From an optimization exercise on the open Yosys and OpenROAD flow, aimed at small area, a short achievable clock period and few clock cycles; shortcuts taken in it are not production practice. No functional check of the RTL was part of any run shown here.

==> design/flow/design.v <==
module fft_core #(
    parameter DATA_WIDTH = 16,
    parameter N = 16
)(
    input  wire clk,
    input  wire reset,
    input  wire start_fft,
    input  wire [N*DATA_WIDTH-1:0] real_in,    
    input  wire [N*DATA_WIDTH-1:0] imag_in,    
    output wire [N*DATA_WIDTH-1:0] real_out,   
    output wire [N*DATA_WIDTH-1:0] imag_out,   
    output reg  fft_done                       
);
    localparam W = DATA_WIDTH;
    wire [N*W-1:0] s1_r, s1_i;    
    reg  [N*W-1:0] st_r, st_i;    
    generate if (1) begin : s1g0
            wire [W-1:0] a_r = real_in[0*W +: W], a_i = imag_in[0*W +: W];
            wire [W-1:0] b_r = real_in[1*W +: W], b_i = imag_in[1*W +: W];
            wire [W-1:0] c_r = real_in[2*W +: W], c_i = imag_in[2*W +: W];
            wire [W-1:0] d_r = real_in[3*W +: W], d_i = imag_in[3*W +: W];
            wire [W-1:0] p, q, r, s, t, u, v;
            add_sk add1 (.a(a_r), .b(c_r), .ci(1'b0), .s(p));
            add_sk add2 (.a(a_r), .b(~c_r), .ci(1'b1), .s(q));
            add_sk add3 (.a(a_i), .b(c_i), .ci(1'b0), .s(r));
            add_sk add4 (.a(a_i), .b(~c_i), .ci(1'b1), .s(s));
            add_sk add5 (.a(b_r), .b(d_r), .ci(1'b0), .s(t));
            add_sk add6 (.a(b_r), .b(~d_r), .ci(1'b1), .s(u));
            add_sk add7 (.a(b_i), .b(d_i), .ci(1'b0), .s(v));
            add_sk add8 (.a(p), .b(t), .ci(1'b0), .s(s1_r[0*W +: W]));
            add_sk add9 (.a(r), .b(v), .ci(1'b0), .s(s1_i[0*W +: W]));
            add_sk add10 (.a(p), .b(~v), .ci(1'b1), .s(s1_r[1*W +: W]));
            add_sk add11 (.a(s), .b(u), .ci(1'b0), .s(s1_i[1*W +: W]));
            add_sk add12 (.a(p), .b(~t), .ci(1'b1), .s(s1_r[2*W +: W]));
            add_sk add13 (.a(r), .b(~v), .ci(1'b1), .s(s1_i[2*W +: W]));
            add_sk add14 (.a(q), .b(v), .ci(1'b0), .s(s1_r[3*W +: W]));
            add_sk add15 (.a(s), .b(~u), .ci(1'b1), .s(s1_i[3*W +: W]));
    end endgenerate
    generate if (1) begin : s1g1
            wire [W-1:0] a_r = real_in[4*W +: W], a_i = imag_in[4*W +: W];
            wire [W-1:0] b_r = real_in[5*W +: W], b_i = imag_in[5*W +: W];
            wire [W-1:0] c_r = real_in[6*W +: W], c_i = imag_in[6*W +: W];
            wire [W-1:0] d_r = real_in[7*W +: W], d_i = imag_in[7*W +: W];
            wire [W-1:0] p, q, r, s, t, u, v;
            add_sk add16 (.a(a_r), .b(c_r), .ci(1'b0), .s(p));
            add_sk add17 (.a(a_r), .b(~c_r), .ci(1'b1), .s(q));
            add_sk add18 (.a(a_i), .b(c_i), .ci(1'b0), .s(r));
            add_sk add19 (.a(a_i), .b(~c_i), .ci(1'b1), .s(s));
            add_sk add20 (.a(b_r), .b(d_r), .ci(1'b0), .s(t));
            add_sk add21 (.a(b_r), .b(~d_r), .ci(1'b1), .s(u));
            add_sk add22 (.a(b_i), .b(d_i), .ci(1'b0), .s(v));
            add_sk add23 (.a(p), .b(t), .ci(1'b0), .s(s1_r[4*W +: W]));
            add_sk add24 (.a(r), .b(v), .ci(1'b0), .s(s1_i[4*W +: W]));
            add_sk add25 (.a(p), .b(~v), .ci(1'b1), .s(s1_r[5*W +: W]));
            add_sk add26 (.a(s), .b(u), .ci(1'b0), .s(s1_i[5*W +: W]));
            add_sk add27 (.a(p), .b(~t), .ci(1'b1), .s(s1_r[6*W +: W]));
            add_sk add28 (.a(r), .b(~v), .ci(1'b1), .s(s1_i[6*W +: W]));
            add_sk add29 (.a(q), .b(v), .ci(1'b0), .s(s1_r[7*W +: W]));
            add_sk add30 (.a(s), .b(~u), .ci(1'b1), .s(s1_i[7*W +: W]));
    end endgenerate
    generate if (1) begin : s1g2
            wire [W-1:0] a_r = real_in[8*W +: W], a_i = imag_in[8*W +: W];
            wire [W-1:0] b_r = real_in[9*W +: W], b_i = imag_in[9*W +: W];
            wire [W-1:0] c_r = real_in[10*W +: W], c_i = imag_in[10*W +: W];
            wire [W-1:0] d_r = real_in[11*W +: W], d_i = imag_in[11*W +: W];
            wire [W-1:0] p, q, r, s, t, u, v;
            add_sk add31 (.a(a_r), .b(c_r), .ci(1'b0), .s(p));
            add_sk add32 (.a(a_r), .b(~c_r), .ci(1'b1), .s(q));
            add_sk add33 (.a(a_i), .b(c_i), .ci(1'b0), .s(r));
            add_sk add34 (.a(a_i), .b(~c_i), .ci(1'b1), .s(s));
            add_sk add35 (.a(b_r), .b(d_r), .ci(1'b0), .s(t));
            add_sk add36 (.a(b_r), .b(~d_r), .ci(1'b1), .s(u));
            add_sk add37 (.a(b_i), .b(d_i), .ci(1'b0), .s(v));
            add_sk add38 (.a(p), .b(t), .ci(1'b0), .s(s1_r[8*W +: W]));
            add_sk add39 (.a(r), .b(v), .ci(1'b0), .s(s1_i[8*W +: W]));
            add_sk add40 (.a(p), .b(~v), .ci(1'b1), .s(s1_r[9*W +: W]));
            add_sk add41 (.a(s), .b(u), .ci(1'b0), .s(s1_i[9*W +: W]));
            add_sk add42 (.a(p), .b(~t), .ci(1'b1), .s(s1_r[10*W +: W]));
            add_sk add43 (.a(r), .b(~v), .ci(1'b1), .s(s1_i[10*W +: W]));
            add_sk add44 (.a(q), .b(v), .ci(1'b0), .s(s1_r[11*W +: W]));
            add_sk add45 (.a(s), .b(~u), .ci(1'b1), .s(s1_i[11*W +: W]));
    end endgenerate
    generate if (1) begin : s1g3
            wire [W-1:0] a_r = real_in[12*W +: W], a_i = imag_in[12*W +: W];
            wire [W-1:0] b_r = real_in[13*W +: W], b_i = imag_in[13*W +: W];
            wire [W-1:0] c_r = real_in[14*W +: W], c_i = imag_in[14*W +: W];
            wire [W-1:0] d_r = real_in[15*W +: W], d_i = imag_in[15*W +: W];
            wire [W-1:0] p, q, r, s, t, u, v;
            add_sk add46 (.a(a_r), .b(c_r), .ci(1'b0), .s(p));
            add_sk add47 (.a(a_r), .b(~c_r), .ci(1'b1), .s(q));
            add_sk add48 (.a(a_i), .b(c_i), .ci(1'b0), .s(r));
            add_sk add49 (.a(a_i), .b(~c_i), .ci(1'b1), .s(s));
            add_sk add50 (.a(b_r), .b(d_r), .ci(1'b0), .s(t));
            add_sk add51 (.a(b_r), .b(~d_r), .ci(1'b1), .s(u));
            add_sk add52 (.a(b_i), .b(d_i), .ci(1'b0), .s(v));
            add_sk add53 (.a(p), .b(t), .ci(1'b0), .s(s1_r[12*W +: W]));
            add_sk add54 (.a(r), .b(v), .ci(1'b0), .s(s1_i[12*W +: W]));
            add_sk add55 (.a(p), .b(~v), .ci(1'b1), .s(s1_r[13*W +: W]));
            add_sk add56 (.a(s), .b(u), .ci(1'b0), .s(s1_i[13*W +: W]));
            add_sk add57 (.a(p), .b(~t), .ci(1'b1), .s(s1_r[14*W +: W]));
            add_sk add58 (.a(r), .b(~v), .ci(1'b1), .s(s1_i[14*W +: W]));
            add_sk add59 (.a(q), .b(v), .ci(1'b0), .s(s1_r[15*W +: W]));
            add_sk add60 (.a(s), .b(~u), .ci(1'b1), .s(s1_i[15*W +: W]));
    end endgenerate
    generate if (1) begin : s2g0
            wire [W-1:0] a_r = st_r[0*W +: W], a_i = st_i[0*W +: W];
            wire [W-1:0] b_r = st_r[4*W +: W], b_i = st_i[4*W +: W];
            wire [W-1:0] c_r = st_r[8*W +: W], c_i = st_i[8*W +: W];
            wire [W-1:0] d_r = st_r[12*W +: W], d_i = st_i[12*W +: W];
            wire [W-1:0] p, q, r, s, t, u, v;
            add_sk add61 (.a(a_r), .b(c_r), .ci(1'b0), .s(p));
            add_sk add62 (.a(a_r), .b(~c_r), .ci(1'b1), .s(q));
            add_sk add63 (.a(a_i), .b(c_i), .ci(1'b0), .s(r));
            add_sk add64 (.a(a_i), .b(~c_i), .ci(1'b1), .s(s));
            add_sk add65 (.a(b_r), .b(d_r), .ci(1'b0), .s(t));
            add_sk add66 (.a(b_r), .b(~d_r), .ci(1'b1), .s(u));
            add_sk add67 (.a(b_i), .b(d_i), .ci(1'b0), .s(v));
            add_sk add68 (.a(p), .b(t), .ci(1'b0), .s(real_out[0*W +: W]));
            add_sk add69 (.a(r), .b(v), .ci(1'b0), .s(imag_out[0*W +: W]));
            add_sk add70 (.a(p), .b(~v), .ci(1'b1), .s(real_out[4*W +: W]));
            add_sk add71 (.a(s), .b(u), .ci(1'b0), .s(imag_out[4*W +: W]));
            add_sk add72 (.a(p), .b(~t), .ci(1'b1), .s(real_out[8*W +: W]));
            add_sk add73 (.a(r), .b(~v), .ci(1'b1), .s(imag_out[8*W +: W]));
            add_sk add74 (.a(q), .b(v), .ci(1'b0), .s(real_out[12*W +: W]));
            add_sk add75 (.a(s), .b(~u), .ci(1'b1), .s(imag_out[12*W +: W]));
    end endgenerate
    generate if (1) begin : s2g1
            wire [W-1:0] a_r = st_r[1*W +: W], a_i = st_i[1*W +: W];
            wire [W-1:0] b_r = st_r[5*W +: W], b_i = st_i[5*W +: W];
            wire [W-1:0] c_r = st_r[9*W +: W], c_i = st_i[9*W +: W];
            wire [W-1:0] d_r = st_r[13*W +: W], d_i = st_i[13*W +: W];
            wire [W-1:0] p, q, r, s, t, u, v;
            add_sk add76 (.a(a_r), .b(c_r), .ci(1'b0), .s(p));
            add_sk add77 (.a(a_r), .b(~c_r), .ci(1'b1), .s(q));
            add_sk add78 (.a(a_i), .b(c_i), .ci(1'b0), .s(r));
            add_sk add79 (.a(a_i), .b(~c_i), .ci(1'b1), .s(s));
            add_sk add80 (.a(b_r), .b(d_r), .ci(1'b0), .s(t));
            add_sk add81 (.a(b_r), .b(~d_r), .ci(1'b1), .s(u));
            add_sk add82 (.a(b_i), .b(d_i), .ci(1'b0), .s(v));
            add_sk add83 (.a(p), .b(t), .ci(1'b0), .s(real_out[1*W +: W]));
            add_sk add84 (.a(r), .b(v), .ci(1'b0), .s(imag_out[1*W +: W]));
            add_sk add85 (.a(p), .b(~v), .ci(1'b1), .s(real_out[5*W +: W]));
            add_sk add86 (.a(s), .b(u), .ci(1'b0), .s(imag_out[5*W +: W]));
            add_sk add87 (.a(p), .b(~t), .ci(1'b1), .s(real_out[9*W +: W]));
            add_sk add88 (.a(r), .b(~v), .ci(1'b1), .s(imag_out[9*W +: W]));
            add_sk add89 (.a(q), .b(v), .ci(1'b0), .s(real_out[13*W +: W]));
            add_sk add90 (.a(s), .b(~u), .ci(1'b1), .s(imag_out[13*W +: W]));
    end endgenerate
    generate if (1) begin : s2g2
            wire [W-1:0] a_r = st_r[2*W +: W], a_i = st_i[2*W +: W];
            wire [W-1:0] b_r = st_r[6*W +: W], b_i = st_i[6*W +: W];
            wire [W-1:0] c_r = st_r[10*W +: W], c_i = st_i[10*W +: W];
            wire [W-1:0] d_r = st_r[14*W +: W], d_i = st_i[14*W +: W];
            wire [W-1:0] p, q, r, s, t, u, v;
            add_sk add91 (.a(a_r), .b(c_r), .ci(1'b0), .s(p));
            add_sk add92 (.a(a_r), .b(~c_r), .ci(1'b1), .s(q));
            add_sk add93 (.a(a_i), .b(c_i), .ci(1'b0), .s(r));
            add_sk add94 (.a(a_i), .b(~c_i), .ci(1'b1), .s(s));
            add_sk add95 (.a(b_r), .b(d_r), .ci(1'b0), .s(t));
            add_sk add96 (.a(b_r), .b(~d_r), .ci(1'b1), .s(u));
            add_sk add97 (.a(b_i), .b(d_i), .ci(1'b0), .s(v));
            add_sk add98 (.a(p), .b(t), .ci(1'b0), .s(real_out[2*W +: W]));
            add_sk add99 (.a(r), .b(v), .ci(1'b0), .s(imag_out[2*W +: W]));
            add_sk add100 (.a(p), .b(~v), .ci(1'b1), .s(real_out[6*W +: W]));
            add_sk add101 (.a(s), .b(u), .ci(1'b0), .s(imag_out[6*W +: W]));
            add_sk add102 (.a(p), .b(~t), .ci(1'b1), .s(real_out[10*W +: W]));
            add_sk add103 (.a(r), .b(~v), .ci(1'b1), .s(imag_out[10*W +: W]));
            add_sk add104 (.a(q), .b(v), .ci(1'b0), .s(real_out[14*W +: W]));
            add_sk add105 (.a(s), .b(~u), .ci(1'b1), .s(imag_out[14*W +: W]));
    end endgenerate
    generate if (1) begin : s2g3
            wire [W-1:0] a_r = st_r[3*W +: W], a_i = st_i[3*W +: W];
            wire [W-1:0] b_r = st_r[7*W +: W], b_i = st_i[7*W +: W];
            wire [W-1:0] c_r = st_r[11*W +: W], c_i = st_i[11*W +: W];
            wire [W-1:0] d_r = st_r[15*W +: W], d_i = st_i[15*W +: W];
            wire [W-1:0] p, q, r, s, t, u, v;
            add_sk add106 (.a(a_r), .b(c_r), .ci(1'b0), .s(p));
            add_sk add107 (.a(a_r), .b(~c_r), .ci(1'b1), .s(q));
            add_sk add108 (.a(a_i), .b(c_i), .ci(1'b0), .s(r));
            add_sk add109 (.a(a_i), .b(~c_i), .ci(1'b1), .s(s));
            add_sk add110 (.a(b_r), .b(d_r), .ci(1'b0), .s(t));
            add_sk add111 (.a(b_r), .b(~d_r), .ci(1'b1), .s(u));
            add_sk add112 (.a(b_i), .b(d_i), .ci(1'b0), .s(v));
            add_sk add113 (.a(p), .b(t), .ci(1'b0), .s(real_out[3*W +: W]));
            add_sk add114 (.a(r), .b(v), .ci(1'b0), .s(imag_out[3*W +: W]));
            add_sk add115 (.a(p), .b(~v), .ci(1'b1), .s(real_out[7*W +: W]));
            add_sk add116 (.a(s), .b(u), .ci(1'b0), .s(imag_out[7*W +: W]));
            add_sk add117 (.a(p), .b(~t), .ci(1'b1), .s(real_out[11*W +: W]));
            add_sk add118 (.a(r), .b(~v), .ci(1'b1), .s(imag_out[11*W +: W]));
            add_sk add119 (.a(q), .b(v), .ci(1'b0), .s(real_out[15*W +: W]));
            add_sk add120 (.a(s), .b(~u), .ci(1'b1), .s(imag_out[15*W +: W]));
    end endgenerate
    always @(posedge clk) begin
        st_r <= s1_r;
        st_i <= s1_i;
    end
    always @(posedge clk or posedge reset) begin
        if (reset) fft_done <= 1'b0;
        else       fft_done <= start_fft;
    end
endmodule
module add_sk (
    input  wire [15:0] a,
    input  wire [15:0] b,
    input  wire        ci,
    output wire [15:0] s
);
    wire [15:0] x = a ^ b;
    wire [15:0] y = a & b;
    wire g0_1 = y[0] | (x[0] & ci);
    wire g0_3 = y[2] | (x[2] & y[1]);
    wire p0_3 = x[2] & x[1];
    wire g0_5 = y[4] | (x[4] & y[3]);
    wire p0_5 = x[4] & x[3];
    wire g0_7 = y[6] | (x[6] & y[5]);
    wire p0_7 = x[6] & x[5];
    wire g0_9 = y[8] | (x[8] & y[7]);
    wire p0_9 = x[8] & x[7];
    wire g0_11 = y[10] | (x[10] & y[9]);
    wire p0_11 = x[10] & x[9];
    wire g0_13 = y[12] | (x[12] & y[11]);
    wire p0_13 = x[12] & x[11];
    wire g0_15 = y[14] | (x[14] & y[13]);
    wire p0_15 = x[14] & x[13];
    wire g1_2 = y[1] | (x[1] & g0_1);
    wire g1_3 = g0_3 | (p0_3 & g0_1);
    wire g1_6 = y[5] | (x[5] & g0_5);
    wire p1_6 = x[5] & p0_5;
    wire g1_7 = g0_7 | (p0_7 & g0_5);
    wire p1_7 = p0_7 & p0_5;
    wire g1_10 = y[9] | (x[9] & g0_9);
    wire p1_10 = x[9] & p0_9;
    wire g1_11 = g0_11 | (p0_11 & g0_9);
    wire p1_11 = p0_11 & p0_9;
    wire g1_14 = y[13] | (x[13] & g0_13);
    wire p1_14 = x[13] & p0_13;
    wire g1_15 = g0_15 | (p0_15 & g0_13);
    wire p1_15 = p0_15 & p0_13;
    wire g2_4 = y[3] | (x[3] & g1_3);
    wire g2_5 = g0_5 | (p0_5 & g1_3);
    wire g2_6 = g1_6 | (p1_6 & g1_3);
    wire g2_7 = g1_7 | (p1_7 & g1_3);
    wire g2_12 = y[11] | (x[11] & g1_11);
    wire p2_12 = x[11] & p1_11;
    wire g2_13 = g0_13 | (p0_13 & g1_11);
    wire p2_13 = p0_13 & p1_11;
    wire g2_14 = g1_14 | (p1_14 & g1_11);
    wire p2_14 = p1_14 & p1_11;
    wire g2_15 = g1_15 | (p1_15 & g1_11);
    wire p2_15 = p1_15 & p1_11;
    wire g3_8 = y[7] | (x[7] & g2_7);
    wire g3_9 = g0_9 | (p0_9 & g2_7);
    wire g3_10 = g1_10 | (p1_10 & g2_7);
    wire g3_11 = g1_11 | (p1_11 & g2_7);
    wire g3_12 = g2_12 | (p2_12 & g2_7);
    wire g3_13 = g2_13 | (p2_13 & g2_7);
    wire g3_14 = g2_14 | (p2_14 & g2_7);
    wire g3_15 = g2_15 | (p2_15 & g2_7);
    assign s[0] = x[0] ^ ci;
    assign s[1] = x[1] ^ g0_1;
    assign s[2] = x[2] ^ g1_2;
    assign s[3] = x[3] ^ g1_3;
    assign s[4] = x[4] ^ g2_4;
    assign s[5] = x[5] ^ g2_5;
    assign s[6] = x[6] ^ g2_6;
    assign s[7] = x[7] ^ g2_7;
    assign s[8] = x[8] ^ g3_8;
    assign s[9] = x[9] ^ g3_9;
    assign s[10] = x[10] ^ g3_10;
    assign s[11] = x[11] ^ g3_11;
    assign s[12] = x[12] ^ g3_12;
    assign s[13] = x[13] ^ g3_13;
    assign s[14] = x[14] ^ g3_14;
    assign s[15] = x[15] ^ g3_15;
endmodule
==> design/flow/flow/run.sh <==
#!/bin/bash
set -o pipefail
cp standard.sh standard.sh.txt 2>/dev/null
export BUFFER_PORTS_ARGS="-buffer_cell sky130_fd_sc_hd__buf_2"
bash standard.sh > standard.log 2>&1
==> design/flow/standard.sh <==
#!/bin/bash
# synth_recipe.tcl (not shown) runs the flow's synth.tcl, then flattens the netlist and writes it again
# the make line also repeats each setting of config.mk as NAME=value (left out here)
make -C /OpenROAD-flow-scripts/flow DESIGN_CONFIG=/design/flow/config.mk WORK_HOME=/design/flow/orfs CLKGATE_MAP_FILE= SYNTH_SCRIPT=/design/flow/synth_recipe.tcl "${@:-finish}"
==> design/flow/config.mk <==
export PLATFORM = sky130hd
export DESIGN_NAME = fft_core
export DESIGN_NICKNAME = fft_core
export VERILOG_FILES = /design/flow/design.v
export SDC_FILE = /design/flow/constraint.sdc
export NUM_CORES = 4
export LEC_CHECK = 0
export CAP_MARGIN = 20
export CORE_MARGIN = 2
export CORE_UTILIZATION = 40
export PLACE_DENSITY = 0.6
export SLEW_MARGIN = 20
==> design/flow/constraint.sdc <==
create_clock -name core_clock -period 7.0 [get_ports {clk}]
set_input_delay 1.4000 -clock core_clock [delete_from_list [all_inputs] [get_ports {clk}]]
set_output_delay 1.4000 -clock core_clock [all_outputs]
set_load 0.01 [all_outputs]
==> flow_metrics.env, run 1 <==
export IMPL_vias=69500
export IMPL_synth_main_ff_cell="dfxtp_1"
export IMPL_use_met2=0.540
export IMPL_routed_wl_mm=340
export IMPL_ant_nets=0
export IMPL_status="finished clean"
export IMPL_rsz0062_at_grt="no"
export IMPL_start_util=0.402
export IMPL_path_max_fanout=7
export IMPL_setup_worst_path_start_class="flip-flop"
export IMPL_seq_area_frac_synth=0.126
export IMPL_synth_edf_count=0
export IMPL_clkTransAtPathRegs_ns=0.08
export IMPL_cts_buffers=61
export IMPL_register_area_um2=10000
export IMPL_hold_violations=0
export IMPL_grt_pass1_wl_mm=475
export IMPL_die_area_um2=202000
export IMPL_multi_input_area_um2=64000
export IMPL_hold_buffers=0
export IMPL_drt_wirelength_per_cell_um=25.9
export IMPL_final_nets=13000
export IMPL_worst_pin_slew_ns=1.28
export IMPL_crit_arrival_ns=5.45
export IMPL_path_class="flip-flop to output pin"
export IMPL_num_rows=163
export IMPL_dr_pass1_iters=8
export IMPL_slew_violations=0
export IMPL_grtUsageMet3=0.0425
export IMPL_grt_use_met1=0.409
export IMPL_drive_above_1_share=0.142
export IMPL_grt_pass1_vias=68800
export IMPL_nFillCells=19400
export IMPL_grt_overflow=0
export IMPL_ys_ff_latch=501
export IMPL_max_freq_mhz=146
export IMPL_io_pins=1028
export IMPL_clock_sinks=501
export IMPL_synthDistinctLibCells=94
export IMPL_critPathCaptureType="output pin"
export IMPL_critPathRequiredTime_ns=5.60
export IMPL_syn_nets=11900
export IMPL_tritoncts="built"
export IMPL_grt_usage=0.324
export IMPL_drv_cap=0
export IMPL_cts_root_buf="clkbuf_16"
export IMPL_cts_max_level=2
export IMPL_setup_tns_ns=0
export IMPL_via_per_inst=5.31
export IMPL_top_usage_layer="met2"
export IMPL_setup_violations=0
export IMPL_die_height_um=449
export IMPL_syn_cell_area_um2=79300
export IMPL_area_delta_synth_final_pct=14.5
export IMPL_antenna_found_initial=64
export IMPL_drtIter0Drc=4901
export IMPL_core_um2=197000
export IMPL_die_x_um=449
export IMPL_portBuffers=1027
export IMPL_async_flop_share=0.00200
export IMPL_clockBufferDepth=3
export IMPL_slew_headroom=0.146
export IMPL_syn_inst=9253
export IMPL_fin_crit_sh=0.979
export IMPL_ys_warn_count=1
export IMPL_grt_max_degree=17
export IMPL_hold_class="primary input to asynchronous set/reset pin"
export IMPL_gp_congestion=1.03
export IMPL_syn_area_per_cell_um2=8.57
export IMPL_drcViolationCount=0
export IMPL_layout_min_cycle_time_ns=6.85
export IMPL_dpl_hpwl_mm=307
[flip-flops by register name, indices dropped and copies added (netlist names)]
register	count
st_i	248
fft_done	1
st_r	252
[kinds of logic (layout without fill, tap and decap cells)]
| family | after synthesis | in the layout | share of synthesized area |
|---|---|---|---|
| and+or+nand+nor | 1829 | 1829 | 0.113 |
| DFF | 501 | 501 | 0.126 |
| other | 0 | 33 | 0 |
| adders and majority gates | 2114 | 2114 | 0.367 |
| AOI/OAI and AO/OA | 1834 | 1834 | 0.158 |
| xor gates and xnor gates | 1452 | 1452 | 0.162 |
| muxes | 6 | 6 | 0.000757 |
| buffers and inverters | 1517 | 2677 | 0.0728 |
[stage by stage]
step | hold WS, ns | instances | util | worst slack (ns) | area, um^2
after floorplan | 1.13 | 9253 | - | 1.39 | 79300
after global placement | 1.24 | 12900 | 0.447 | 0.729 | 88200
after detailed placement | 1.24 | 12900 | 0.447 | 0.622 | 88200
after CTS | 0.444 | 13000 | 0.458 | 0.0263 | 90300
after global routing | 0.484 | 13100 | 0.461 | 0.00662 | 90800
final | 0.494 | 13100 | 0.461 | 0.149 | 90900
[critical path: stages (launching register included)]
cell and delay [ns]:
dfxtp_1 0.38, ha_1 0.26, a21o_1 0.18, a21o_1 0.18, fa_1 0.85, ha_1 0.35, o21ai_0 0.07, nor2_1 0.08
or4_1 0.46, o2111ai_1 0.19, a21oi_1 0.15, maj3_2 0.38, and2_1 0.23, o32a_1 0.38, a41o_1 0.26, xnor2_1 0.20
buf_2 0.18
[synthesized netlist by cell type (12+ instances only)]
library cell  number  area (um^2)
o31a_1            19          166
a31oi_1           67          419
o21bai_1         251         1880
a311oi_1          19          166
a21oi_1          541         2710
a21o_1           133          998
nor3b_1           29          218
nand2_1          200          751
nor2_1           693         2600
nor2b_1          157          982
o2111ai_1         14          123
ha_1            1736        21700
nand2b_1         162         1010
a221oi_1          36          315
a221o_1           12          120
o22ai_1           14         87.6
o211ai_1          70          526
fa_1             360         7210
o311ai_0          13          114
a211o_1           12          105
o21ba_2           49          490
o41ai_1           35          307
maj3_1            14          140
inv_1           1418         5320
nand3_1           70          350
o21ai_0          214         1070
or2_2             53          332
xor2_1           531         4650
o21a_1            78          586
nor3_1           214         1070
clkbuf_1          66          248
and3_1            61          382
a41oi_1           15          131
nand4_1           12         75.1
o31ai_1           38          285
and2_1            33          206
dfxtp_1          500        10000
buf_4             18          135
nor4_1            16          100
a2111oi_0         21          184
a211oi_1          51          383
nand3b_1          19          143
or3_1             72          450
xnor2_1          913         8000
[final cells by class]
cell class,instances,share of cell area
Timing Repair Buffer,1142,0.0661
Tap cell,2640,0.0364
Multi-Input combinational cell,7235,0.704
Inverter,1421,0.0587
Clock inverter,37,0.00482
Antenna cell,33,0.000909
Sequential cell,501,0.110
Clock buffer,77,0.0185
[per-layer routing]
metal / vias to the layer above / wire length [um]
met5: - / 214
met4: 32 / 20000
met3: 468 / 18500
met2: 2130 / 156000
met1: 33800 / 144000
li1: 33100 / -
[layout by cell type (no fill, tap or decap), types with 162 or more instances in the layout]
cell / n
a21oi_1: 537
xnor2_1: 899
nand2b_1: 162
buf_2: 1027
o21ai_0: 212
nor2_1: 693
fa_1: 357
ha_1: 1731
xor2_1: 519
dfxtp_1: 499
nor3_1: 213
inv_1: 1417
nand2_1: 200
o21bai_1: 251
[worst max path at each step]
stage,cells past startpoint,endpoint,slack [ns],startpoint
global placement,20,real_out[255],0.73,st_r[177]
global route,18,imag_out[255],0.007,st_i[177]
finish,16,real_out[239],0.15,st_i[97]
detailed placement,20,real_out[255],0.62,st_r[177]
CTS,21,imag_out[207],0.03,st_i[129]
floorplan,19,real_out[255],1.39,st_r[177]
[repair_timing]
| action | 4_1_cts | 5_1_grt |
|---|---|---|
| pin swaps | 0 | 7 |
| resized for setup | 2 | 66 |
| endpoints found under the setup margin | 2 | 48 |
| endpoints found under the hold margin | 0 | 0 |
| buffers inserted | 0 | 9 |
==> run 2, diff against run 1 <==
--- a/design/flow/config.mk
+++ b/design/flow/config.mk
@@ -10,3 +10,4 @@
 export CORE_UTILIZATION = 40
 export PLACE_DENSITY = 0.6
+export SETUP_SLACK_MARGIN = 1.5
 export SLEW_MARGIN = 20
==> run 2 against run 1 <==
The layout now fails its checks (capacitance limit, slew limit). Largest cell class unchanged. Global-route usage increased by 0.87 points. Via count rose by 4.7%. Final cell count up 4.1%. Die area did not move. Sequential share of layout area is 1.3 points lower. Cell area is 16% higher.
==> flow_metrics.env, run 2 <==
export IMPL_worst_pin_slew_ns=1.50
export IMPL_cts_buffers=67
export IMPL_cts_root_buf="clkbuf_16"
export IMPL_die_x_um=449
export IMPL_top_regs="st_r: 252 flops, st_i: 248 flops, fft_done: 1 flops"
export IMPL_grt_pass1_wl_mm=488
export IMPL_top_register="st_r"
export IMPL_die_height_um=449
export IMPL_path_max_fanout=3
export IMPL_ys_ff_latch=501
export IMPL_synth_common_cells="ha_1, inv_1, xnor2_1"
export IMPL_synth_edf_count=0
export IMPL_drv_cap=1
export IMPL_cts_max_level=3
export IMPL_setup_tns_ns=0
export IMPL_status="finished with violations"
export IMPL_final_area_um2=105000
export IMPL_drcViolationCount=0
export IMPL_async_flop_share=0.00200
export IMPL_nFillCells=18000
export IMPL_num_rows=163
export IMPL_synthDistinctLibCells=94
export IMPL_seq_area_frac_synth=0.126
export IMPL_start_util=0.402
export IMPL_setup_violations=0
export IMPL_grt_pass1_vias=71000
export IMPL_dr_pass1_iters=6
export IMPL_critPathRequiredTime_ns=5.60
export IMPL_hold_class="primary input to asynchronous set/reset pin"
export IMPL_grt_usage=0.333
export IMPL_layout_min_cycle_time_ns=6.26
export IMPL_clockBufferDepth=3
export IMPL_crit_arrival_ns=4.86
export IMPL_path_class="flip-flop to output pin"
export IMPL_fin_crit_sh=0.895
export IMPL_setup_worst_path_start_class="flip-flop"
export IMPL_clock_sinks=501
export IMPL_area_delta_synth_final_pct=32.6
export IMPL_syn_inst=9253
export IMPL_synth_main_ff_cell="dfxtp_1"
export IMPL_tritoncts="built"
export IMPL_ant_nets=0
export IMPL_drtIter0Drc=5127
export IMPL_max_freq_mhz=160
export IMPL_largest_register_ff_count=252
export IMPL_critPathCaptureType="output pin"
export IMPL_syn_nets=11900
export IMPL_syn_cell_area_um2=79300
export IMPL_slew_headroom=-0.00855
export IMPL_portBuffers=1027
export IMPL_dpl_hpwl_mm=308
export IMPL_drt_wirelength_per_cell_um=26.3
export IMPL_vias=72800
export IMPL_antenna_found_initial=88
export IMPL_die_area_um2=202000
export IMPL_finalNonFillerCells=13600
export IMPL_via_per_inst=5.34
export IMPL_drive_above_1_share=0.297
export IMPL_slew_violations=4
export IMPL_dp_cells=12900
export IMPL_routed_wl_mm=358
export IMPL_ys_warn_count=1
export IMPL_core_um2=197000
export IMPL_grt_max_degree=14
export IMPL_final_common_cell="ha_1"
export IMPL_place_area_um2=88200
export IMPL_clkTransAtPathRegs_ns=0.07
export IMPL_hold_violations=0
export IMPL_gp_congestion=1.00
export IMPL_grt_overflow=0
export IMPL_rsz0062_at_grt="yes"
export IMPL_yosys_area_top_type="ha_1"
export IMPL_most_common_layout_cells="ha_1, inv_1, buf_2"
export IMPL_syn_area_per_cell_um2=8.57
export IMPL_io_pins=1028
export IMPL_final_nets=13500
export IMPL_synth_top_area_frac=0.274
export IMPL_yosys_top_cells_area="ha_1, dfxtp_1, xnor2_1"
export IMPL_yosysMostFrequentCell="ha_1"
export IMPL_violations="capacitance limit, slew limit"
==> run 2: cell counts after synthesis <==
No cell type changed its count.
==> run 2: final cells by class <==
| class | instances | area [um^2] | share of cell area |
|---|---|---|---|
| multi-input cells | 7235 | 72900 | 0.693 |
| repair buffers | 1673 | 11000 | 0.104 |
| flip-flops and latches | 501 | 10200 | 0.0973 |
| inverters | 1421 | 5380 | 0.0512 |
| well taps | 2640 | 3300 | 0.0314 |
| clock buffers | 85 | 1840 | 0.0174 |
| clock inverters | 36 | 500 | 0.00476 |
| diodes | 31 | 77.6 | 0.000737 |
==> run 2: final timing paths <==
check | startpoint | end | slack (ns) | depth (start not counted)
worst min-delay path | reset | fft_done | 0.52 | 2
worst max-delay path | st_r[161] | real_out[175] | 0.74 | 21
max in group asynchronous | reset | fft_done | 6.40 | 2
min in group core_clock | start_fft | fft_done | 0.80 | 1
==> run 2: what timing repair did <==
action	4_1_cts	5_1_grt
hold buffers	0	0
gates resized for setup	601	1416
buffers inserted	198	347
pin swaps	252	636
endpoints found under the setup margin	308	314
==> run 2: worst max-delay path, cell delays in order, from the launching register on <==
cell and delay [ns]:
dfxtp_2 0.37, inv_4 0.05, ha_4 0.22, nand2b_4 0.15, a221oi_4 0.33, nor2_1 0.08
nor2_1 0.11, nor2_1 0.08, xor2_2 0.19, ha_2 0.23, or3_1 0.36, a221oi_2 0.26
o41ai_2 0.09, buf_4 0.16, a21oi_4 0.12, o21bai_2 0.10, a21oi_2 0.19, o21bai_2 0.09
a221o_1 0.36, a221o_1 0.35, xor2_2 0.15, buf_2 0.16
==> run 2: cell families (layout without fill, tap and decap cells) <==
family                     Yosys count  after routing  share of synthesized area
DFF                                501            501                      0.126
AOI/OAI and AO/OA                 1834           1834                      0.158
muxes                                6              6                   0.000757
other                                0             31                          0
xor gates and xnor gates          1452           1452                      0.162
adders and majority gates         2114           2114                      0.367
and+or+nand+nor                   1829           1829                      0.113
buffers and inverters             1517           3215                     0.0728
==> run 2: layer usage <==
metal	GRT usage	wire length [um]
met1	0.421	148000
met4	0.175	25300
met3	0.0373	19600
met5	0	110
met2	0.555	164000
==> run 2: stage by stage <==
stage / worst slack (ns) / utilization / hold slack [ns]
after floorplan: 1.50 / - / 1.13
after CTS: 0.717 / 0.483 / 0.466
final: 0.735 / 0.533 / 0.515
after global routing: 0.573 / 0.533 / 0.511
after detailed placement: 0.698 / 0.447 / 1.24
after global placement: 0.797 / 0.447 / 1.23

## separate check: timing with driven ports
In the flow no input, the clock included, has a driving cell. The finished layouts below were timed again as built, in two steps.
Step 1 (the two cells are an assumption about what drives the block):
set clk [get_ports {clk}]
set_driving_cell -lib_cell sky130_fd_sc_hd__clkbuf_16 $clk
set_driving_cell -lib_cell sky130_fd_sc_hd__buf_2 [delete_from_list [all_inputs] $clk]
Step 2 moves the port delays by t, midway between the first and last clock arrival at a register: inputs arrive t later, outputs are due t later. That takes back most of the time a late clock gives input paths.
Slacks: ideal ports / drivers / drivers and shift; pairs: ideal ports / drivers.
run	t, ns	slack for setup (ns)	worst hold slack (ns)	worst data-port slew with drivers (ns)	pins driven straight from the clock port
run 1	0.778	0.149 / 0.054 / 0.787	0.494 / 0.421 / 1.199	0.27	1
run 2	0.780	0.735 / 0.635 / 0.950	0.515 / 0.434 / 1.213	0.23	1
